Background: an optimization exercise with open tools, aiming at small area and a short achievable clock period. Do not read the settings as production practice.
Function was checked by simulation only, so behaviour that the tests miss may differ from the original.
Power and IR drop assume default switching activity.

## flow/design.v (module list and top-level ports; edited modules follow where they fit)
// module rf_rd8: 3 lines
// module rf_rd7: 3 lines
// module rf_rd4: 3 lines
// module rf_rdbit: 15 lines
// module rf_rdbit_pd: 11 lines
// module rf_rdbit3: 33 lines
// module g_inv: 3 lines
// module g_nand2: 3 lines
// module g_nor2: 3 lines
// module g_nand4: 3 lines
// module g_aoi21: 3 lines
// module g_oai21: 3 lines
// module g_aoi22: 3 lines
// module g_aoi222: 3 lines
// module g_nand3: 3 lines
// module g_nor3: 3 lines
// module g_and3: 3 lines
// module g_xor2: 3 lines
// module g_xnor2: 3 lines
// module add_ksp: 710 lines
// module xor32: 3 lines
// module add_sk_cy: 165 lines
// module add_sk: 7 lines
// module ltu32: 62 lines
// module rv_core: 96 lines
// module rf_dec: 11 lines
module rv_core(
    input clk,
    input rst_n,                 
    output [31:0] imem_addr,
    input  [31:0] imem_rdata,
    output [31:0] dmem_addr,
    output [31:0] dmem_wdata,
    output        dmem_we,
    input  [31:0] dmem_rdata
    );
  // ...
==> flow/flow/run.sh <==
#!/bin/bash
# Layout flow: the standard layout (standard.sh: ORFS synthesis to final
# layout), run unchanged for synthesis, then with these differences:
#  * port buffers are buf_4 cells instead of ORFS's default choice (a
#    clkdlybuf4s50_1 delay cell); every port still gets its buffer;
#  * CTS builds its tree from clkbuf_16 with larger sink clusters and
#    no dummy loads.
# Each tool's full output goes to a log in this folder (and ORFS's own per-step
# logs under orfs/logs/).
set -euo pipefail
bash standard.sh synth > synth.log 2>&1
export BUFFER_PORTS_ARGS="-buffer_cell sky130_fd_sc_hd__buf_4"
export CTS_ARGS="-sink_clustering_enable -repair_clock_nets -dont_use_dummy_load -sink_clustering_size 30 -sink_clustering_max_diameter 100 -buf_list {sky130_fd_sc_hd__clkbuf_16}"
bash standard.sh > layout.log 2>&1
==> flow/standard.sh <==
#!/bin/bash
# synth_recipe.tcl (not shown) runs the flow's synth.tcl, then flattens the netlist and writes it again
# the make line also repeats each setting of config.mk as NAME=value (left out here)
make -C /OpenROAD-flow-scripts/flow DESIGN_CONFIG=/design/flow/config.mk WORK_HOME=/design/flow/orfs CLKGATE_MAP_FILE= SYNTH_SCRIPT=/design/flow/synth_recipe.tcl "${@:-finish}"
==> flow/config.mk <==
export PLATFORM = sky130hd
export DESIGN_NAME = rv_core
export DESIGN_NICKNAME = rv_core
export VERILOG_FILES = /design/flow/design.v
export SDC_FILE = /design/flow/constraint.sdc
export NUM_CORES = 4
export LEC_CHECK = 0
export CAP_MARGIN = 20
export CORE_MARGIN = 2
export CORE_UTILIZATION = 65
export SETUP_SLACK_MARGIN = 4
export SLEW_MARGIN = 20
export SYNTH_HIERARCHICAL = 1
==> flow/constraint.sdc <==
create_clock -name core_clock -period 12.5 [get_ports {clk}]
set_input_delay 2.5000 -clock core_clock [delete_from_list [all_inputs] [get_ports {clk}]]
set_output_delay 2.5000 -clock core_clock [all_outputs]
set_load 0.01 [all_outputs]
==> flow_summary.json, run 1 <==
{
  "fin_util": 0.759,
  "p_leak_nw": 17.5,
  "crit_cells": 18,
  "dr.pass1.iters": 15,
  "cts_tree": "yes",
  "hold_viol": 0,
  "status": "complete, no violations",
  "switching_power_w": 0.00196,
  "buffer_area_frac": 0.0672,
  "hold_start": "pc_q[1]",
  "wl_met1_mm": 55.5,
  "antenna_cells": 2,
  "highest_layer": "met5",
  "finalInstanceArea_mm2": 0.0544,
  "die_w_um": 273,
  "critical-path-slowest-cell": "nor2_1",
  "multi_input_area_share": 0.329,
  "worst-path-buf-inv": 4,
  "power_density_mw_per_mm2": 126,
  "fin_cells": 4761,
  "routed_via_density": 8.43,
  "die_y_um": 273,
  "final_cell_mix": "edfxtp_1, a222oi_1, buf_4, nand2_1, nor2_1",
  "r2r-end": "rf[5][0]",
  "cp-startpoint": "imem_rdata[21]",
  "clock_path_buffers": 3
}
==> module rv_core, before the edit <==
module rv_core(
    input clk,
    input rst_n,                 
    output [31:0] imem_addr,
    input  [31:0] imem_rdata,
    output [31:0] dmem_addr,
    output [31:0] dmem_wdata,
    output        dmem_we,
    input  [31:0] dmem_rdata
    );
wire [31:0] ins = imem_rdata;
wire [6:0]  op  = ins[6:0];
wire [2:0]  f3  = ins[14:12];
wire [4:0]  rd  = ins[11:7];
wire [4:0]  rs1 = ins[19:15];
wire [4:0]  rs2 = ins[24:20];
wire is_op    = (op == 7'b0110011);
wire is_opimm = (op == 7'b0010011);
wire is_lui   = (op == 7'b0110111);
wire is_load  = (op == 7'b0000011);
wire is_store = (op == 7'b0100011);
wire is_br    = (op == 7'b1100011);
wire is_jal   = (op == 7'b1101111);
reg  [31:1] pc_q;
wire [31:0] pc  = {pc_q, 1'b0};
wire [31:0] pc4 = {pc[31:2] + 30'd1, pc[1:0]};
reg  [31:0] rf [1:31];
wire        wen = rst_n & (is_op | is_opimm | is_lui | is_load | is_jal);
reg  [31:0] wdata;
integer k;
always @(posedge clk)
    for (k = 1; k < 32; k = k + 1)
        if (wen && rd == k)
            rf[k] <= wdata;
wire [61:0] sel1, sel2;      
genvar c;
generate
    for (c = 0; c < 2; c = c + 1) begin : g_dec
        rf_dec u_d1(.rs(rs1), .sel(sel1[31*c +: 31]));
        rf_dec u_d2(.rs(rs2), .sel(sel2[31*c +: 31]));
    end
endgenerate
wire [31:0] r1, r2;
genvar i, j;
generate
    for (i = 0; i < 32; i = i + 1) begin : g_rd
        wire [31:1] col;
        for (j = 1; j < 32; j = j + 1) begin : g_c
            assign col[j] = rf[j][i];
        end
        rf_rdbit3 u_r1(.sel(sel1[31*(i/16) +: 31]), .d(col), .q(r1[i]));
        rf_rdbit3 u_r2(.sel(sel2[31*(i/16) +: 31]), .d(col), .q(r2[i]));
    end
endgenerate
wire [31:0] imm_is = {{21{ins[31]}}, ins[30:25], (ins[5] ? ins[11:7] : ins[24:20])};
wire        b_reg  = ins[5] & (ins[4] | ins[6]);
wire [31:0] b      = b_reg ? r2 : imm_is;
wire [31:0] sum;             
wire [31:0] sum_o;           
wire [31:0] p;               
add_ksp u_add(.a(r1), .b(b), .s(sum_o), .s2(sum), .p(p));
wire        ltu;
ltu32 u_ltu(.a(r1), .b(b), .p(p), .lt(ltu));
wire        lts    = (r1[31] ^ b[31]) ? r1[31] : ltu;
wire        eq     = ~|p;        
reg [31:0] alu;
always @(*)
    case (f3)
        3'b000:  alu = sum;
        3'b010:  alu = {31'd0, lts};
        3'b011:  alu = {31'd0, ltu};
        3'b110:  alu = r1 | b;
        default: alu = 32'd0;
    endcase
always @(*)
    if (ins[2])
        wdata = ins[3] ? pc4 : {ins[31:12], 12'd0};
    else
        wdata = ins[4] ? alu : dmem_rdata;
wire [31:0] imm_bj = ins[3] ? {{12{ins[31]}}, ins[19:12], ins[20], ins[30:21], 1'b0}
                            : {{20{ins[31]}}, ins[7], ins[30:25], ins[11:8], 1'b0};
wire [31:0] target;
wire [31:0] unused_p;
wire        unused_c;
add_sk u_tgt(.a(pc), .b(imm_bj), .cin(1'b0), .s(target), .p(unused_p), .cout(unused_c));
wire        taken  = (is_br & eq) | is_jal;
always @(posedge clk)
    if (~rst_n)
        pc_q <= 31'd0;
    else
        pc_q <= taken ? target[31:1] : pc4[31:1];
assign imem_addr  = pc;
assign dmem_addr  = sum_o;
assign dmem_wdata = r2;
assign dmem_we    = is_store & rst_n;
endmodule
==> run 2, diff against run 1 <==
--- a/flow/design.v
+++ b/flow/design.v
@@ -67,4 +67,38 @@
 g_nand2 u16(.a(n15), .b(n14), .y(q));
 endmodule
+module rf_rdbit3d(input [31:1] sel, input [31:1] d, output q, output q2);
+wire n1;
+wire n2;
+wire n3;
+wire n4;
+wire n5;
+wire n6;
+wire n7;
+wire n8;
+wire n9;
+wire n10;
+wire n11;
+wire n12;
+wire n13;
+wire n14;
+wire n15;
+g_aoi222 u1(.a(sel[1]), .b(d[1]), .c(sel[2]), .d(d[2]), .e(sel[3]), .f(d[3]), .y(n1));
+g_aoi222 u2(.a(sel[4]), .b(d[4]), .c(sel[5]), .d(d[5]), .e(sel[6]), .f(d[6]), .y(n2));
+g_aoi222 u3(.a(sel[7]), .b(d[7]), .c(sel[8]), .d(d[8]), .e(sel[9]), .f(d[9]), .y(n3));
+g_aoi222 u4(.a(sel[10]), .b(d[10]), .c(sel[11]), .d(d[11]), .e(sel[12]), .f(d[12]), .y(n4));
+g_aoi222 u5(.a(sel[13]), .b(d[13]), .c(sel[14]), .d(d[14]), .e(sel[15]), .f(d[15]), .y(n5));
+g_aoi222 u6(.a(sel[16]), .b(d[16]), .c(sel[17]), .d(d[17]), .e(sel[18]), .f(d[18]), .y(n6));
+g_aoi222 u7(.a(sel[19]), .b(d[19]), .c(sel[20]), .d(d[20]), .e(sel[21]), .f(d[21]), .y(n7));
+g_aoi222 u8(.a(sel[22]), .b(d[22]), .c(sel[23]), .d(d[23]), .e(sel[24]), .f(d[24]), .y(n8));
+g_aoi222 u9(.a(sel[25]), .b(d[25]), .c(sel[26]), .d(d[26]), .e(sel[27]), .f(d[27]), .y(n9));
+g_aoi222 u10(.a(sel[28]), .b(d[28]), .c(sel[29]), .d(d[29]), .e(sel[30]), .f(d[30]), .y(n10));
+g_nand2 u11(.a(sel[31]), .b(d[31]), .y(n11));
+g_nand4 u12(.a(n1), .b(n2), .c(n3), .d(n4), .y(n12));
+g_nand4 u13(.a(n5), .b(n6), .c(n7), .d(n8), .y(n13));
+g_and3 u14(.a(n9), .b(n10), .c(n11), .y(n14));
+g_nor2 u15(.a(n12), .b(n13), .y(n15));
+g_nand2 u16(.a(n15), .b(n14), .y(q));
+g_nand2 u17(.a(n15), .b(n14), .y(q2));
+endmodule
 module g_inv(input a, output y);
 assign y = ~a;
@@ -1097,4 +1131,5 @@
 endgenerate
 wire [31:0] r1, r2;
+wire [31:0] r1x;             
 genvar i, j;
 generate
@@ -1104,5 +1139,5 @@
             assign col[j] = rf[j][i];
         end
-        rf_rdbit3 u_r1(.sel(sel1[31*(i/16) +: 31]), .d(col), .q(r1[i]));
+        rf_rdbit3d u_r1(.sel(sel1[31*(i/16) +: 31]), .d(col), .q(r1[i]), .q2(r1x[i]));
         rf_rdbit3 u_r2(.sel(sel2[31*(i/16) +: 31]), .d(col), .q(r2[i]));
     end
@@ -1116,6 +1151,6 @@
 add_ksp u_add(.a(r1), .b(b), .s(sum_o), .s2(sum), .p(p));
 wire        ltu;
-ltu32 u_ltu(.a(r1), .b(b), .p(p), .lt(ltu));
-wire        lts    = (r1[31] ^ b[31]) ? r1[31] : ltu;
+ltu32 u_ltu(.a(r1x), .b(b), .p(p), .lt(ltu));
+wire        lts    = (r1x[31] ^ b[31]) ? r1x[31] : ltu;
 wire        eq     = ~|p;        
 reg [31:0] alu;
@@ -1125,5 +1160,5 @@
         3'b010:  alu = {31'd0, lts};
         3'b011:  alu = {31'd0, ltu};
-        3'b110:  alu = r1 | b;
+        3'b110:  alu = r1x | b;
         default: alu = 32'd0;
     endcase
==> run 2 against run 1 <==
  * Still clean on timing, DRC and antenna
  * Clock power is essentially flat
  * Via count grew 0.17%
  * Global-route usage increased by 0.87 points
  * Critical endpoint is now dmem_addr[20]
  * Largest cell class unchanged
  * Largest power group unchanged
==> flow_summary.json, run 2 <==
{
  "status": "complete, no violations",
  "worst_slew_pin_slew_ps": 1140,
  "clock-sinks": 1023,
  "first_global_vias": 37100,
  "dieArea_mm2": 0.0748,
  "start_util": 0.658,
  "nNetsFinal": 3894,
  "antenna_found_initial": 1,
  "hold_viol": 0,
  "cts.clk_slew.worst_paths_ps": 110,
  "grt-ovfl-total": 0,
  "reg_top3": "rf (992), pc_q (31)",
  "r2r-start": "rf[7][1]",
  "wire_per_inst_um": 38.9,
  "area_growth_pct": 14.7,
  "ctsHoldBuffers": 0,
  "grt_pass1_wl_mm": 258,
  "clock_path_buffers": 3,
  "slew_violations": 0,
  "dr.pass1.iters": 17,
  "fin_setup_tns_ps": 0,
  "skew_ps": 152,
  "die_w_um": 274,
  "routed_wl_mm": 186,
  "fillers": 4376,
  "cts_made_buffers": 42,
  "timing.fmax_mhz": 116,
  "critical_path_class": "in -> out",
  "routed_via_density": 8.42,
  "final_common_cell": "edfxtp_1",
  "fp.coreArea_mm2": 0.0717,
  "max_flop_register": "rf",
  "synth_area_per_cell_um2": 13.7,
  "ff2ff_setup_slack_ps": 7190,
  "num_rows": 98,
  "rsz0062_at_grt": "true",
  "drtIter0Drc": 11500,
  "crit_end": "dmem_addr[20]",
  "gr-usage-all-layers": 0.479,
  "cp-startpoint": "imem_rdata[21]",
  "ir_drop_v": 0.000131,
  "cts_tree": "yes",
  "die_y_um": 274,
  "remaining_drc_errors": 0,
  "fin_crit_sh": 0.693,
  "gp_congestion": 1.12,
  "htreeDepth": 2,
  "r2r-end": "rf[4][0]",
  "cts_root_buf": "clkbuf_16",
  "hold_path_class": "reg -> reg",
  "port_buffers": 161,
  "power_w": 0.00684,
  "dp_hpwl_mm": 118,
  "path_max_fanout": 19,
  "final_cell_mix": "edfxtp_1, a222oi_1, buf_4, nand2_1, nor2_1",
  "p_leak_nw": 17.6,
  "clock_latency_ps": 670,
  "setup_violations": 0,
  "yosysWarnings": 8,
  "vias": 40200,
  "synthesis.area_mm2": 0.0472,
  "power_density_mw_per_mm2": 126,
  "startpoint_type": "input port",
  "ant_nets": 0,
  "largest_reg_flops": 992,
  "worstPathRequired_ps": 10000,
  "slew_headroom": 0.232,
  "r2r_cells": 16,
  "max_cap_viol_count": 0,
  "drive_above_1_share": 0.232,
  "grt_max_degree": 59,
  "fin_crit_ps": 8660,
  "cp-end-kind": "output port",
  "crit_arrival_ps": 6160,
  "io_pins": 163,
  "syn_inst": 3452
}
[run 2: changes by cell type in the layout (fill, tap and decap cells not counted), moves of 3 or more]
cell / delta
buf_4: -15
nand2_1: +44
nand2_2: -14
nand2b_2: +3
nand2b_4: -3
nand3_1: +3
nand3_2: -3
nor2_1: +14
nor2_2: -5
nor2_4: -9
xor2_1: +3
xor2_2: -3
[run 2: critical path, stage by stage]
cell      delay, ps
buf_6           170
nand3b_1        290
buf_4           170
nor2_1           40
buf_4           230
a222oi_1        410
nand4_1         280
nor2_2          290
nand2_1         150
a21o_1          230
nor2_2          230
nor2_1          120
a21oi_2         170
o21ai_1         130
a21oi_2         130
o21ai_2          90
xor2_2          300
buf_4           180
[run 2: per-layer routing]
layer | part of all wire | global-route usage | vias up
li1 | - | - | 15700
met1 | 0.31 | 0.623 | 18900
met2 | 0.43 | 0.720 | 4597
met3 | 0.18 | 0.156 | 1042
met4 | 0.083 | 0.255 | 0
met5 | 0 | 0.00257 | -
[run 2: layout make-up]
class,count,area [um2],area share
Multi-Input combinational cell,2301,17900,0.330
Tap cell,950,1190,0.0219
Antenna cell,1,2.50,0.0000462
Clock buffer,42,1050,0.0194
Sequential cell,1023,30400,0.561
Timing Repair Buffer,414,3490,0.0645
Inverter,44,168,0.00310
[run 2: power breakdown]
part	internal (W)	switching [W]	total, W
combinational	0.000481	0.000969	0.00145
sequential	0.00380	0.00000559	0.00380
clock	0.000606	0.000985	0.00159
total	0.00488	0.00196	0.00684
[run 2: stage by stage]
step                instances   util  area (um2)  hold WS [ps]  worst slack (ps)
floorplan                3457      -       47200           583              4710
global placement         4628  0.707       50700           636              3400
detailed placement       4628  0.707       50700           668              3310
CTS                      4696  0.735       52700           684              3960
global route             4774  0.755       54200           730              3860
finish                   4775  0.755       54200           696              3840
[run 2: worst min-delay path by stage]
| stage | slack, ps | startpoint | end | depth (start not counted) |
|---|---|---|---|---|
| floorplan | 580 | pc_q[1] | pc_q[1] | 2 |
| global placement | 640 | pc_q[1] | pc_q[1] | 2 |
| detailed placement | 670 | pc_q[1] | pc_q[1] | 2 |
| CTS | 680 | pc_q[1] | pc_q[1] | 2 |
| global route | 730 | pc_q[1] | pc_q[1] | 2 |
| finish | 700 | pc_q[1] | pc_q[1] | 2 |
[run 2: repair_timing]
item,in CTS,in global routing
gates cloned,2,2
setup buffers,24,75
pin swaps,67,119
endpoints found under the hold margin,0,0
endpoints found under the setup margin,29,26
gates resized for setup,175,179
==> run 3, diff against run 2 <==
--- a/flow/config.mk
+++ b/flow/config.mk
@@ -9,5 +9,5 @@
 export CORE_MARGIN = 2
 export CORE_UTILIZATION = 65
-export SETUP_SLACK_MARGIN = 4
+export SETUP_SLACK_MARGIN = 4.2
 export SLEW_MARGIN = 20
 export SYNTH_HIERARCHICAL = 1
==> run 3 against run 2 <==
  * Combinational power is essentially flat
  * Critical path type unchanged
  * Largest power group unchanged
  * Clock-buffer cell count stayed put
  * Sequential cell count unchanged
  * Still clean
  * Largest cell class unchanged
  * Critical endpoint is now dmem_addr[31]
  * Core utilization up 0.47 points
  * Final cell count rose by 0.34%
==> flow_summary.json, run 3 <==
{
  "fp.coreArea_mm2": 0.0717,
  "routed_via_density": 8.43,
  "setup_violations": 0,
  "cp_top_family": "simple AND/OR/NAND/NOR gates",
  "final_cell_mix": "edfxtp_1, a222oi_1, buf_4, nand2_1, nor2_1",
  "worst-path-buf-inv": 4,
  "syn_inst": 3452,
  "cts_tree": "yes",
  "htreeDepth": 2,
  "synthesis.area_mm2": 0.0472,
  "ctsHoldBuffers": 0,
  "gr-usage-met3": 0.164,
  "clock_latency_ps": 670,
  "skew_ps": 147,
  "max_flop_register": "rf",
  "place_ws_ps": 3310,
  "power_density_mw_per_mm2": 126,
  "grt-ovfl-total": 0,
  "dp_hpwl_mm": 118,
  "clock_path_buffers": 3,
  "gr-usage-all-layers": 0.484,
  "grt_pass1_wl_mm": 259,
  "ir_drop_v": 0.000125,
  "hold_path_class": "reg -> reg",
  "slew_violations": 0,
  "synth_area_per_cell_um2": 13.7,
  "fin_crit_ps": 8600,
  "power_w": 0.00688,
  "rsz0062_at_grt": "true",
  "area_growth_pct": 15.4,
  "reg_top3": "rf (992), pc_q (31)",
  "grt.busiest_layer": "met2",
  "ff2ff_setup_slack_ps": 7180,
  "critPathMaxStageDelay_ps": 320,
  "port_buffers": 161,
  "critical_path_class": "in -> out",
  "p_leak_nw": 17.8,
  "grt.met2_usage": 0.719,
  "io_pins": 163,
  "path_max_fanout": 19,
  "yosysWarnings": 8,
  "drive_above_1_share": 0.239,
  "worstPathRequired_ps": 10000,
  "cts.clk_slew.worst_paths_ps": 110,
  "dpl-instance-area_mm2": 0.0507,
  "num_rows": 98,
  "drtIter0Drc": 11900,
  "seqCellArea_mm2": 0.0304,
  "timing.final.ws_setup_ps": 3900,
  "first_global_vias": 37600,
  "fin_setup_tns_ps": 0,
  "final_common_cell": "edfxtp_1",
  "remaining_drc_errors": 0,
  "fin_crit_sh": 0.688,
  "fillers": 4328,
  "vias": 40400,
  "hold_viol": 0,
  "ant_nets": 0,
  "crit_arrival_ps": 6100,
  "multi_input_area_mm2": 0.0180,
  "start_util": 0.658,
  "largest_reg_flops": 992,
  "cts_made_buffers": 42,
  "clock-sinks": 1023,
  "met1_usage": 0.625,
  "routed_wl_mm": 186,
  "dieArea_mm2": 0.0748,
  "gp_congestion": 1.12,
  "dr.pass1.iters": 15,
  "timing.fmax_mhz": 116,
  "critical-path-slowest-cell": "nor2_1",
  "cts_root_buf": "clkbuf_16",
  "die_w_um": 274,
  "antenna_found_initial": 4,
  "status": "complete, no violations",
  "nNetsFinal": 3910,
  "worst_slew_pin_slew_ps": 1120,
  "max_cap_viol_count": 0,
  "cp-end-kind": "output port",
  "grt_max_degree": 59,
  "startpoint_type": "input port",
  "die_y_um": 274,
  "path_cells": "buf_8, nand3b_1, buf_4, nor2_1, buf_4, a222oi_1, nand4_1, nor2_1, nand2_1, a21o_1, nor2_1, o21ai_1, a21oi_2, o21ai_1, a21oi_2, o21ai_2, xor2_2, buf_4",
  "finalInstanceArea_mm2": 0.0545,
  "slew_headroom": 0.248,
  "wire_per_inst_um": 38.9
}
[run 3: cell type report]
cell class                      count  area share
Antenna cell                        1   0.0000459
Clock buffer                       42      0.0193
Inverter                           44     0.00308
Multi-Input combinational cell   2301       0.330
Sequential cell                  1023       0.558
Tap cell                          950      0.0218
Timing Repair Buffer              430      0.0673
[run 3: tightest hold or removal path: stages, from the launching register on]
cell     delay, ps
dfxtp_1        440
mux2i_1        180
nor2_1          50
[run 3: final timing paths]
kind                                startpoint             to  cells after the start
worst max-delay path            imem_rdata[22]  dmem_addr[31]                     18
worst min-delay path                   pc_q[1]        pc_q[1]                      2
worst max register to register        rf[4][1]       rf[4][0]                     16
worst min register to register         pc_q[1]        pc_q[1]                      2
[run 3: repair_timing]
action | in CTS | in global routing
gates cloned | 7 | 1
endpoints found under the setup margin | 31 | 29
gates resized for setup | 285 | 116
pin swaps | 109 | 124
buffers inserted | 61 | 50
[run 3: power by group]
| part | leakage, nW | total [W] | internal (W) | switching [W] |
|---|---|---|---|---|
| clock network | 0.518 | 0.00159 | 0.000606 | 0.000989 |
| registers | 9.31 | 0.00380 | 0.00380 | 0.00000565 |
| logic | 7.93 | 0.00148 | 0.000503 | 0.000981 |
| total | 17.8 | 0.00688 | 0.00491 | 0.00198 |
[run 3: stage by stage]
stage	instances	hold WS (ps)	utilization
2_1_floorplan	3457	583	-
3_3_place_gp	4628	636	0.707
3_5_place_dp	4628	668	0.707
4_1_cts	4738	684	0.746
5_1_grt	4790	730	0.760
6_report	4791	708	0.760
[run 3: metal layers]
metal  wire, um  up-vias
met2      79000     4680
met4      16300        4
met5         73        -
li1           -    15700
met3      34200     1075
met1      56900    18900
==> run 4, diff against run 3 <==
==> flow/flow/run.sh (replaced) <==
#!/bin/bash
# Layout flow: the standard layout (standard.sh: ORFS synthesis to final
# layout), run unchanged for synthesis, then with these differences:
#  * port buffers are buf_2 cells instead of ORFS's default choice (a
#    clkdlybuf4s50_1 delay cell); every port still gets its buffer;
#  * CTS builds its tree from clkbuf_16 with larger sink clusters and
#    no dummy loads.
# Each tool's full output goes to a log in this folder (and ORFS's own per-step
# logs under orfs/logs/).
set -euo pipefail
bash standard.sh synth > synth.log 2>&1
export BUFFER_PORTS_ARGS="-buffer_cell sky130_fd_sc_hd__buf_2"
export CTS_ARGS="-sink_clustering_enable -repair_clock_nets -dont_use_dummy_load -sink_clustering_size 30 -sink_clustering_max_diameter 100 -buf_list {sky130_fd_sc_hd__clkbuf_16}"
bash standard.sh > layout.log 2>&1
==> run 4 against run 3 <==
  * Cell area down 0.74%
  * Global-route usage down 0.34 points
  * Hold slack worse by 11 ps
==> flow_summary.json, run 4 <==
{
  "htreeDepth": 2,
  "hold_viol": 0,
  "dr.pass1.iters": 14,
  "first_global_vias": 37600,
  "crit_cells": 16,
  "final_cell_mix": "edfxtp_1, a222oi_1, nand2_1, buf_4, nor2_1",
  "slew_violations": 0,
  "cp-startpoint": "imem_rdata[24]",
  "remaining_drc_errors": 0,
  "critPathMaxStageDelay_ps": 430,
  "finalInstanceArea_mm2": 0.0541,
  "skew_ps": 119,
  "critical-path-slowest-cell": "nand4_1",
  "area_growth_pct": 14.5,
  "dpl-instance-area_mm2": 0.0504,
  "ant_nets": 0,
  "vias": 40100,
  "fin_cells": 4786,
  "die_y_um": 274,
  "syn_inst": 3452,
  "yosysWarnings": 8,
  "grt.met2_usage": 0.705,
  "dp_hpwl_mm": 118,
  "worstPathRequired_ps": 10000,
  "rsz0062_at_grt": "true",
  "dieArea_mm2": 0.0748,
  "cts_tree": "yes",
  "fp.coreArea_mm2": 0.0717,
  "fin_crit_sh": 0.687,
  "synth_area_per_cell_um2": 13.7,
  "gr-usage-all-layers": 0.480,
  "p_leak_nw": 17.7,
  "gp_congestion": 1.10,
  "fin_setup_tns_ps": 0,
  "port_buffers": 161,
  "path_max_fanout": 16,
  "cp_top_family": "simple AND/OR/NAND/NOR gates",
  "timing.fmax_mhz": 116,
  "largest_reg_flops": 992,
  "fillers": 4430,
  "antenna_cells": 0,
  "max_flop_register": "rf",
  "slew_headroom": 0.230,
  "num_rows": 98,
  "status": "complete, no violations",
  "cts_root_buf": "clkbuf_16",
  "cts.clk_slew.worst_paths_ps": 80,
  "gr-usage-met3": 0.158,
  "clock-sinks": 1023,
  "grt_pass1_wl_mm": 258,
  "ir_drop_v": 0.000123,
  "startpoint_type": "input port",
  "routed_wl_mm": 184,
  "grt-ovfl-total": 0,
  "max_cap_viol_count": 0,
  "die_w_um": 274,
  "r2r-end": "rf[3][0]",
  "crit_arrival_ps": 6090,
  "fin_util": 0.754,
  "hold_path_class": "reg -> reg",
  "critical_path_class": "in -> out",
  "grt.busiest_layer": "met2",
  "crit_end": "dmem_addr[16]",
  "path_cells": "buf_6, nand2b_4, nor2_1, buf_4, a222oi_1, nand4_1, nor2_2, nand2_2, a21o_4, nor2_4, nor2_1, a21oi_2, o21ai_1, a21oi_2, xnor2_2, buf_2",
  "ctsHoldBuffers": 0,
  "ff2ff_setup_slack_ps": 7020,
  "cp-end-kind": "output port",
  "grt_max_degree": 59,
  "final_common_cell": "edfxtp_1",
  "routed_via_density": 8.37,
  "worst_slew_pin_slew_ps": 1140,
  "nNetsFinal": 3906,
  "place_inst": 4638,
  "clock_latency_ps": 670,
  "wire_per_inst_um": 38.5,
  "start_util": 0.658,
  "met1_usage": 0.613,
  "synthesis.area_mm2": 0.0472,
  "worst-path-buf-inv": 3,
  "drive_above_1_share": 0.235,
  "antenna_found_initial": 2,
  "drtIter0Drc": 11200,
  "clock_path_buffers": 3,
  "cts_made_buffers": 43,
  "fin_crit_ps": 8590,
  "setup_violations": 0,
  "r2r-start": "rf[10][1]",
  "io_pins": 163,
  "reg_top3": "rf (992), pc_q (31)",
  "r2r_cells": 15,
  "power_density_mw_per_mm2": 127
}
[run 4: stage by stage]
step                hold WS [ps]  setup WS (ps)  power (W)
global placement             619           3190    0.00502
detailed placement           666           3140    0.00504
finish                       698           3910    0.00686
global route                 701           3920    0.00697
floorplan                    583           4710    0.00454
CTS                          676           4160    0.00671
[run 4: worst min-delay path by stage]
| stage | from | endpoint | cells past startpoint |
|---|---|---|---|
| after global placement | pc_q[1] | pc_q[1] | 2 |
| after CTS | pc_q[1] | pc_q[1] | 2 |
| after global routing | pc_q[1] | pc_q[1] | 2 |
| final | pc_q[1] | pc_q[1] | 2 |
| after detailed placement | pc_q[1] | pc_q[1] | 2 |
| after floorplan | pc_q[1] | pc_q[1] | 2 |
[run 4: final cells by class]
class	count	area [um2]	share of cell area
clock buffers	43	1080	0.0199
inverters	44	165	0.00305
multi-input cells	2299	18000	0.333
flip-flops and latches	1023	30400	0.562
well taps	950	1190	0.0220
repair buffers	427	3250	0.0600
[run 4: routing by layer]
| metal | vias up | wire length (um) |
|---|---|---|
| met5 | - | 30 |
| met4 | 4 | 17300 |
| met3 | 1031 | 32300 |
| met2 | 4564 | 78200 |
| met1 | 18700 | 56600 |
| li1 | 15700 | - |
[run 4: where the power goes]
| part | leakage, nW | internal (W) | total (W) | switching (W) |
|---|---|---|---|---|
| Sequential | 9.31 | 0.00380 | 0.00380 | 0.00000540 |
| Combinational | 7.82 | 0.000462 | 0.00144 | 0.000979 |
| Clock | 0.530 | 0.000620 | 0.00161 | 0.000994 |
[run 4: repair_timing]
| item | in CTS | in global routing |
|---|---|---|
| setup endpoints to repair | 32 | 30 |
| gates cloned | 2 | 0 |
| setup buffers | 75 | 28 |
| resized for setup | 297 | 92 |
| pin swaps | 139 | 89 |
[run 4: tightest hold or removal path: cells and delay by family (launching register included)]
family,cells,cell delay (ps)
flip-flops,1,420
multiplexers,1,190
AND/OR/NAND/NOR,1,50
==> run 5, diff against run 4 <==
--- a/flow/config.mk
+++ b/flow/config.mk
@@ -9,5 +9,5 @@
 export CORE_MARGIN = 2
 export CORE_UTILIZATION = 65
-export SETUP_SLACK_MARGIN = 4.2
+export SETUP_SLACK_MARGIN = 4
 export SLEW_MARGIN = 20
 export SYNTH_HIERARCHICAL = 1
==> run 5 against run 4 <==
  * Sequential cell count unchanged
  * Synthesized cell count unchanged
  * Wire length down 0.41%
  * Sequential share of layout area rose by 0.37 points
  * Sequential power about the same
  * Global-route usage decreased by 0.49 points
  * Combinational power down 3%
  * Clock-buffer cell count did not move
  * Worst setup slack worse by 110 ps
  * Via count barely moved
  * Area after synthesis unchanged
  * Final cell count shrank 0.54%
  * Critical path type unchanged
  * Critical endpoint is now dmem_addr[15]
==> flow_summary.json, run 5 <==
{
  "drtIter0Drc": 10600,
  "fin_setup_tns_ps": 0,
  "grt-ovfl-total": 0,
  "ir_drop_v": 0.000124,
  "die_w_um": 274,
  "cts.clk_slew.worst_paths_ps": 80,
  "remaining_drc_errors": 0,
  "gp_congestion": 1.10,
  "fp.coreArea_mm2": 0.0717,
  "clock_latency_ps": 670,
  "max_flop_register": "rf",
  "critical_path_class": "in -> out",
  "setup_violations": 0,
  "wire_per_inst_um": 38.6,
  "max_cap_viol_count": 0,
  "comb_power_share": 0.206,
  "vias": 40100,
  "power_density_mw_per_mm2": 127,
  "cts_root_buf": "clkbuf_16",
  "syn_inst": 3452,
  "path_max_fanout": 19,
  "cts_made_buffers": 43,
  "nNetsFinal": 3879,
  "first_global_vias": 37200,
  "grt_max_degree": 59,
  "die_y_um": 274,
  "timing.fmax_mhz": 115,
  "start_util": 0.658,
  "routed_via_density": 8.42,
  "timing.final.ws_setup_ps": 3800,
  "sw_frac_of_total": 0.288,
  "fin_crit_ps": 8700,
  "hold_viol": 0,
  "synth_area_per_cell_um2": 13.7,
  "switching_power_w": 0.00196,
  "place_ws_ps": 3140,
  "crit_cells": 17,
  "status": "complete, no violations",
  "drive_above_1_share": 0.226,
  "worstPathRequired_ps": 10000,
  "skew_ps": 118,
  "power_w": 0.00681,
  "critical-path-slowest-cell": "a222oi_1",
  "clock_path_buffers": 3,
  "cts_tree": "yes",
  "slew_headroom": 0.217,
  "final_common_cell": "edfxtp_1",
  "critPathMaxStageDelay_ps": 450,
  "yosysWarnings": 8,
  "routed_wl_mm": 184,
  "reg_top3": "rf (992), pc_q (31)",
  "antenna_found_initial": 1,
  "path_cells": "buf_8, or3b_4, nor2_4, buf_4, a222oi_1, nand4_1, nor2_1, nand2_1, mux2_4, nor2_4, o21ai_1, a21oi_2, o21ai_2, a21oi_2, buf_4, xnor2_2, buf_2",
  "largest_reg_flops": 992,
  "final_cell_mix": "edfxtp_1, a222oi_1, nand2_1, nor2_1, buf_4",
  "r2r_cells": 15,
  "grt_pass1_wl_mm": 255,
  "ff2ff_setup_slack_ps": 7050,
  "num_rows": 98,
  "hold_path_class": "reg -> reg",
  "dr.pass1.iters": 14,
  "dp_hpwl_mm": 118,
  "power_frac_seq": 0.558,
  "slew_violations": 0,
  "cp_top_family": "simple AND/OR/NAND/NOR gates",
  "gr-usage-all-layers": 0.475,
  "cp-end-kind": "output port",
  "internal_power_w": 0.00485,
  "clockPowerShare": 0.236,
  "startpoint_type": "input port",
  "worstHoldPathCells": 2,
  "io_pins": 163,
  "clock-sinks": 1023,
  "worst_slew_pin_slew_ps": 1160,
  "fin_crit_sh": 0.696,
  "ant_nets": 0,
  "crit_arrival_ps": 6200,
  "port_buffers": 161,
  "worst-path-buf-inv": 4,
  "area_growth_pct": 13.8,
  "p_leak_nw": 17.5,
  "htreeDepth": 2,
  "synthesis.area_mm2": 0.0472,
  "rsz0062_at_grt": "true",
  "dieArea_mm2": 0.0748
}
==> run 5: through the flow <==
| step | hold slack, ps | util | cells | area [um2] |
|---|---|---|---|---|
| after floorplan | 583 | - | 3457 | 47200 |
| after global placement | 619 | 0.703 | 4638 | 50400 |
| after detailed placement | 666 | 0.703 | 4638 | 50400 |
| after CTS | 676 | 0.734 | 4731 | 52600 |
| after global routing | 703 | 0.749 | 4759 | 53700 |
| final | 698 | 0.749 | 4760 | 53700 |
==> run 5: layout make-up <==
type                    count  area (um2)
diodes                      1        2.50
clock buffers              43        1080
fillers                  4482       18000
inverters                  44         165
multi-input cells        2299       17900
flip-flops and latches   1023       30400
well taps                 950        1190
repair buffers            400        2990
==> run 5: final timing paths <==
path                        from             to
setup / recovery  imem_rdata[21]  dmem_addr[15]
hold / removal           pc_q[1]        pc_q[1]
setup reg to reg       rf[10][1]       rf[8][0]
hold reg to reg          pc_q[1]        pc_q[1]
==> run 5: layer usage <==
metal,up-vias,share of wire,track usage
met4,0,0.095,0.315
met5,-,0,0
met3,1041,0.17,0.156
li1,15700,-,-
met1,18800,0.31,0.609
met2,4544,0.42,0.696
==> run 5: worst register-to-register path: cells and delay by family (launching register included) <==
kind	cells	cell delay (ps)
mux	1	310
xor+xnor	1	720
buf+inv	1	380
flops	1	410
compound gates	6	2160
simple gates	6	1190
==> run 5: repair_timing <==
action	4_1_cts	5_1_grt
gates cloned	0	2
pin swaps	75	132
setup buffers	50	26
setup endpoints to repair	31	23
resized for setup	156	202
hold buffers	0	0
==> run 5: power by group through the flow <==
stage / Sequential (W) / Combinational [W] / Clock (W)
detailed placement: 0.00388 / 0.00116 / 0
global placement: 0.00388 / 0.00114 / 0
finish: 0.00380 / 0.00140 / 0.00161
CTS: 0.00380 / 0.00123 / 0.00159
global route: 0.00380 / 0.00143 / 0.00170
floorplan: 0.00388 / 0.000658 / 0
==> run 6, diff against run 5 <==
--- a/flow/config.mk
+++ b/flow/config.mk
@@ -9,5 +9,5 @@
 export CORE_MARGIN = 2
 export CORE_UTILIZATION = 65
-export SETUP_SLACK_MARGIN = 4
+export SETUP_SLACK_MARGIN = 4.4
 export SLEW_MARGIN = 20
 export SYNTH_HIERARCHICAL = 1
==> run 6 against run 5 <==
  * Global-route usage increased by 0.56 points
  * Sequential power about the same
  * Cell area increased by 1.7%
  * Worst setup slack improved by 140 ps
  * Final cell count increased by 0.95%
  * Synthesized cell count unchanged
  * Wire length increased by 1.9%
  * Non-clock buffer count increased by 46
  * Die area unchanged
  * First-iteration DRC count increased by 7.0%
  * Still clean
==> flow_summary.json, run 6 <==
{
  "path_max_fanout": 9,
  "power_density_mw_per_mm2": 127,
  "slew_violations": 0,
  "r2r_cells": 16,
  "ant_nets": 0,
  "remaining_drc_errors": 0,
  "die_y_um": 274,
  "final_cell_mix": "edfxtp_1, a222oi_1, nand2_1, buf_4, nor2_1",
  "routed_via_density": 8.45,
  "synth_area_per_cell_um2": 13.7,
  "ctsHoldBuffers": 0,
  "gp_congestion": 1.10,
  "wl_met1_mm": 56.4,
  "clock_latency_ps": 670,
  "cp-end-kind": "output port",
  "max_cap_viol_count": 0,
  "grt_max_degree": 59,
  "wl_met2_mm": 79.4,
  "area_growth_pct": 15.7,
  "drtIter0Drc": 11400,
  "routed_wl_mm": 187,
  "cts_tree": "yes",
  "grt-ovfl-total": 0,
  "slew_headroom": 0.206,
  "num_rows": 98,
  "path_cells": "buf_16, or3b_4, nor2_4, buf_8, a222oi_1, nand4_1, nor2_2, nand2_2, mux2_4, nor2_4, nor2_2, a21oi_2, o21ai_2, a21oi_2, o21ai_2, xor2_2, buf_2",
  "critPathMaxStageDelay_ps": 490,
  "dr_wl_met3_mm": 33.5,
  "first_global_vias": 37700,
  "critical_path_class": "in -> out",
  "worst_slew_pin_slew_ps": 1180,
  "crit_arrival_ps": 6060,
  "dr.pass1.iters": 14,
  "timing.fmax_mhz": 117,
  "drive_above_1_share": 0.247,
  "setup_violations": 0,
  "clock-sinks": 1023,
  "nNetsFinal": 3925,
  "worstPathRequired_ps": 10000,
  "max_flop_register": "rf",
  "highest_layer": "met5",
  "dp_hpwl_mm": 118,
  "worstHoldPathCells": 2,
  "die_w_um": 274,
  "fin_setup_tns_ps": 0,
  "dieArea_mm2": 0.0748,
  "rsz0062_at_grt": "true",
  "antenna_cells": 0,
  "fin_cells": 4805,
  "synthesis.area_mm2": 0.0472,
  "hold_viol": 0,
  "vias": 40600,
  "antenna_found_initial": 1,
  "seqCellArea_mm2": 0.0304,
  "htreeDepth": 2,
  "clock_path_buffers": 3,
  "final_common_cell": "edfxtp_1",
  "syn_inst": 3452,
  "fp.coreArea_mm2": 0.0717,
  "fillers": 4371,
  "status": "complete, no violations",
  "reg_top3": "rf (992), pc_q (31)",
  "fin_util": 0.762,
  "cts.clk_slew.worst_paths_ps": 70,
  "fin_crit_sh": 0.685,
  "gr-usage-all-layers": 0.481,
  "start_util": 0.658,
  "ir_drop_v": 0.000123,
  "startpoint_type": "input port",
  "place_inst": 4638,
  "wire_per_inst_um": 38.9,
  "fin_crit_ps": 8560,
  "largest_reg_flops": 992,
  "multi_input_area_mm2": 0.0182,
  "cts_made_buffers": 43,
  "hold_path_class": "reg -> reg",
  "grt_pass1_wl_mm": 259,
  "ff2ff_setup_slack_ps": 7000,
  "io_pins": 163,
  "critical-path-slowest-cell": "a222oi_1",
  "skew_ps": 119,
  "port_buffers": 161,
  "cts_root_buf": "clkbuf_16",
  "yosysWarnings": 8,
  "p_leak_nw": 17.9
}
[run 6: metrics by stage]
step                total power, W  cell area [um2]  hold WS, ps  worst slack, ps
finish                     0.00692            54600          703             3940
global route               0.00704            54600          701             3960
CTS                        0.00673            53600          676             4160
detailed placement         0.00504            50400          666             3140
global placement           0.00502            50400          619             3190
floorplan                  0.00454            47200          583             4710
[run 6: final timing paths]
path / from / endpoint
max: imem_rdata[22] / dmem_addr[29]
min: pc_q[1] / pc_q[1]
max reg2reg: rf[10][1] / rf[2][0]
min reg2reg: pc_q[1] / pc_q[1]
[run 6: power breakdown]
part           internal, W  leakage [nW]  switching, W  total, W
Clock             0.000620         0.530      0.000994   0.00161
Combinational     0.000500          8.02       0.00101   0.00151
Sequential         0.00380          9.31    0.00000553   0.00380
[run 6: critical path: cells and delay by family]
family	cells	cell delay, ps
muxes	1	300
buffers and inverters	3	460
AOI/OAI and AO/OA	5	1210
xor gates and xnor gates	1	230
and+or+nand+nor	7	1340
[run 6: layout make-up]
| cell class | count | area share |
|---|---|---|
| clock buffer | 43 | 0.0197 |
| inverter | 44 | 0.00307 |
| multi-input combinational | 2299 | 0.334 |
| sequential | 1023 | 0.557 |
| tap | 950 | 0.0218 |
| timing repair buffer | 446 | 0.0651 |
[run 6: metal layers]
layer  GRT usage  vias to the layer above
met5           0                        -
met4       0.316                        2
met3       0.157                     1048
met2       0.708                     4727
met1       0.614                    19000
li1            -                    15800
[run 6: timing repair]
item,in CTS,in global routing
resized for setup,321,139
gates cloned,4,4
setup buffers,80,36
pin swaps,140,108
endpoints found under the setup margin,32,31
==> run 7, diff against run 6 <==
==> flow/flow/run.sh (replaced) <==
#!/bin/bash
# Layout flow: the standard layout (standard.sh: ORFS synthesis to final
# layout), run unchanged for synthesis, then with these differences:
#  * port buffers are buf_2 cells instead of ORFS's default choice (a
#    clkdlybuf4s50_1 delay cell); every port still gets its buffer;
#  * CTS builds its tree from clkbuf_8/clkbuf_16 with larger sink clusters and
#    no dummy loads.
# Each tool's full output goes to a log in this folder (and ORFS's own per-step
# logs under orfs/logs/).
set -euo pipefail
bash standard.sh synth > synth.log 2>&1
export BUFFER_PORTS_ARGS="-buffer_cell sky130_fd_sc_hd__buf_2"
export CTS_ARGS="-sink_clustering_enable -repair_clock_nets -dont_use_dummy_load -sink_clustering_size 20 -sink_clustering_max_diameter 80 -buf_list {sky130_fd_sc_hd__clkbuf_8 sky130_fd_sc_hd__clkbuf_16}"
bash standard.sh > layout.log 2>&1
--- a/flow/config.mk
+++ b/flow/config.mk
@@ -9,5 +9,5 @@
 export CORE_MARGIN = 2
 export CORE_UTILIZATION = 65
-export SETUP_SLACK_MARGIN = 4.4
+export SETUP_SLACK_MARGIN = 4
 export SLEW_MARGIN = 20
 export SYNTH_HIERARCHICAL = 1
==> run 7 against run 6 <==
  * Still clean on timing, DRC and antenna
  * Total power is 2.7% higher
  * Worst setup slack worse by 230 ps
  * Non-clock buffer count fell by 24
  * Critical endpoint unchanged
==> flow_summary.json, run 7 <==
{
  "status": "complete, no violations",
  "path_max_fanout": 18,
  "critical_path_class": "in -> out",
  "fin_hold_ws_ps": 689,
  "fin_cells": 4799,
  "largest_reg_flops": 992,
  "critical-path-slowest-cell": "a222oi_1",
  "slew_violations": 0,
  "clock-sinks": 1023,
  "ant_nets": 0,
  "synthesis.area_mm2": 0.0472,
  "max_flop_register": "rf",
  "fin_setup_tns_ps": 0,
  "place_inst": 4638,
  "wire_per_inst_um": 38.9,
  "clock_latency_ps": 720,
  "remaining_drc_errors": 0,
  "final_common_cell": "edfxtp_1",
  "final_cell_mix": "edfxtp_1, a222oi_1, nand2_1, nor2_1, buf_4",
  "ir_drop_v": 0.000130,
  "cp-end-kind": "output port",
  "vias": 40500,
  "synth_area_per_cell_um2": 13.7,
  "path_cells": "buf_4, or3b_4, nor2_1, buf_4, a222oi_1, nand4_1, nor2_1, nand2_1, nor2_2, o21ai_1, a21oi_2, o21ai_2, a21oi_2, o21ai_2, xor2_1, buf_2",
  "reg_top3": "rf (992), pc_q (31)",
  "num_rows": 98,
  "start_util": 0.658,
  "rsz0062_at_grt": "true",
  "cts.clk_slew.worst_paths_ps": 90,
  "dieArea_mm2": 0.0748,
  "routed_wl_mm": 187,
  "setup_violations": 0,
  "fin_crit_ps": 8790,
  "power_w": 0.00711,
  "hold_viol": 0,
  "port_buffers": 161,
  "first_global_vias": 37900,
  "cts_tree": "yes",
  "dp_hpwl_mm": 118,
  "yosysWarnings": 8,
  "gr-usage-all-layers": 0.484,
  "hold_path_class": "reg -> reg",
  "grt_pass1_wl_mm": 261,
  "io_pins": 163,
  "gp_congestion": 1.10,
  "antenna_found_initial": 1,
  "die_w_um": 274,
  "routed_via_density": 8.44,
  "clock_path_buffers": 3,
  "cts_root_buf": "clkbuf_16",
  "crit_arrival_ps": 6290,
  "slew_headroom": 0.227,
  "syn_inst": 3452,
  "grt-ovfl-total": 0,
  "startpoint_type": "input port",
  "p_leak_nw": 17.8,
  "die_y_um": 274,
  "area_growth_pct": 14.8,
  "htreeDepth": 2,
  "max_cap_viol_count": 0,
  "nNetsFinal": 3918,
  "dr.pass1.iters": 22,
  "worstPathRequired_ps": 10000,
  "cts_made_buffers": 60,
  "fin_crit_sh": 0.703,
  "fp.coreArea_mm2": 0.0717,
  "grt_max_degree": 59,
  "timing.fmax_mhz": 114,
  "drive_above_1_share": 0.225,
  "fin_util": 0.756,
  "power_density_mw_per_mm2": 131,
  "worst_slew_pin_slew_ps": 1150,
  "skew_ps": 169,
  "ctsHoldBuffers": 0,
  "critPathMaxStageDelay_ps": 460,
  "drtIter0Drc": 11100
}
## run 7: metrics by stage
step / instance area (um2) / worst slack (ps)
2_1_floorplan: 47200 / 4710
3_3_place_gp: 50400 / 3190
3_5_place_dp: 50400 / 3140
4_1_cts: 53300 / 3990
5_1_grt: 54200 / 3800
6_report: 54200 / 3710
## run 7: where the power goes
group / switching, W / total (W) / internal, W
clock network: 0.00106 / 0.00190 / 0.000844
registers: 0.00000573 / 0.00380 / 0.00380
logic: 0.000969 / 0.00141 / 0.000441
## run 7: layout make-up
type | instances | area (um2)
tap | 950 | 1190
inverter | 44 | 165
antenna | 1 | 2.50
clock buffer | 60 | 1500
multi-input combinational | 2299 | 17700
sequential | 1023 | 30400
timing repair buffer | 422 | 3230
fill | 4397 | 17500
## run 7: final timing paths
path / startpoint / to / slack (ps) / depth (start not counted)
setup / recovery: imem_rdata[17] / dmem_addr[29] / 3710 / 16
hold / removal: pc_q[1] / pc_q[1] / 690 / 2
setup reg to reg: rf[10][1] / rf[26][0] / 6990 / 15
hold reg to reg: pc_q[1] / pc_q[1] / 690 / 2
## run 7: timing repair
action | CTS | global route
pin swaps | 84 | 75
endpoints found under the setup margin | 31 | 27
setup buffers | 66 | 33
resized for setup | 158 | 139
endpoints found under the hold margin | 0 | 0
gates cloned | 0 | 1
## run 7: critical path: cells and delay by family
family	cells	cell delay, ps
buffers and inverters	3	630
AOI/OAI and AO/OA	6	1360
and+or+nand+nor	6	1490
xor gates and xnor gates	1	280
## run 7: per-layer routing
layer | up-vias | wire length (um) | track usage
li1 | 15800 | - | -
met1 | 19000 | 56800 | 0.622
met2 | 4717 | 79200 | 0.714
met3 | 1060 | 33400 | 0.158
met4 | 6 | 17100 | 0.307
met5 | - | 132 | 0.0103

separate check: timing with driven ports:
In the flow no input, the clock included, has a driving cell. The finished layouts below were timed again as built, in two steps. Step 1 assumes that a clkbuf_16 drives the clock port and a buf_2 every other input. Step 2 times the ports against the registers' clock, not the clock port: input delays grow and output delays shrink by t, the midpoint of the rising clock arrivals with the driver on. Three values: ideal, step 1, step 2; two values: the first two.
run	t, ns	slack for setup (ns)	slew at the worst register clock pin (ns)
run 1	0.664	3.764 / 3.683 / 3.683	0.12 / 0.12
run 2	0.671	3.844 / 3.804 / 3.804	0.12 / 0.12
run 3	0.671	3.904 / 3.764 / 3.764	0.12 / 0.12
run 4	0.681	3.910 / 3.826 / 3.826	0.12 / 0.12
run 5	0.682	3.796 / 3.753 / 3.753	0.12 / 0.12
run 6	0.676	3.936 / 3.692 / 3.692	0.12 / 0.12
run 7	0.704	3.707 / 3.684 / 3.684	0.09 / 0.09
After both steps every run listed still meets setup and hold. The setup slack of run 6, which loses most, moves by -0.244 ns with the drivers and by -0.244 ns with both steps.
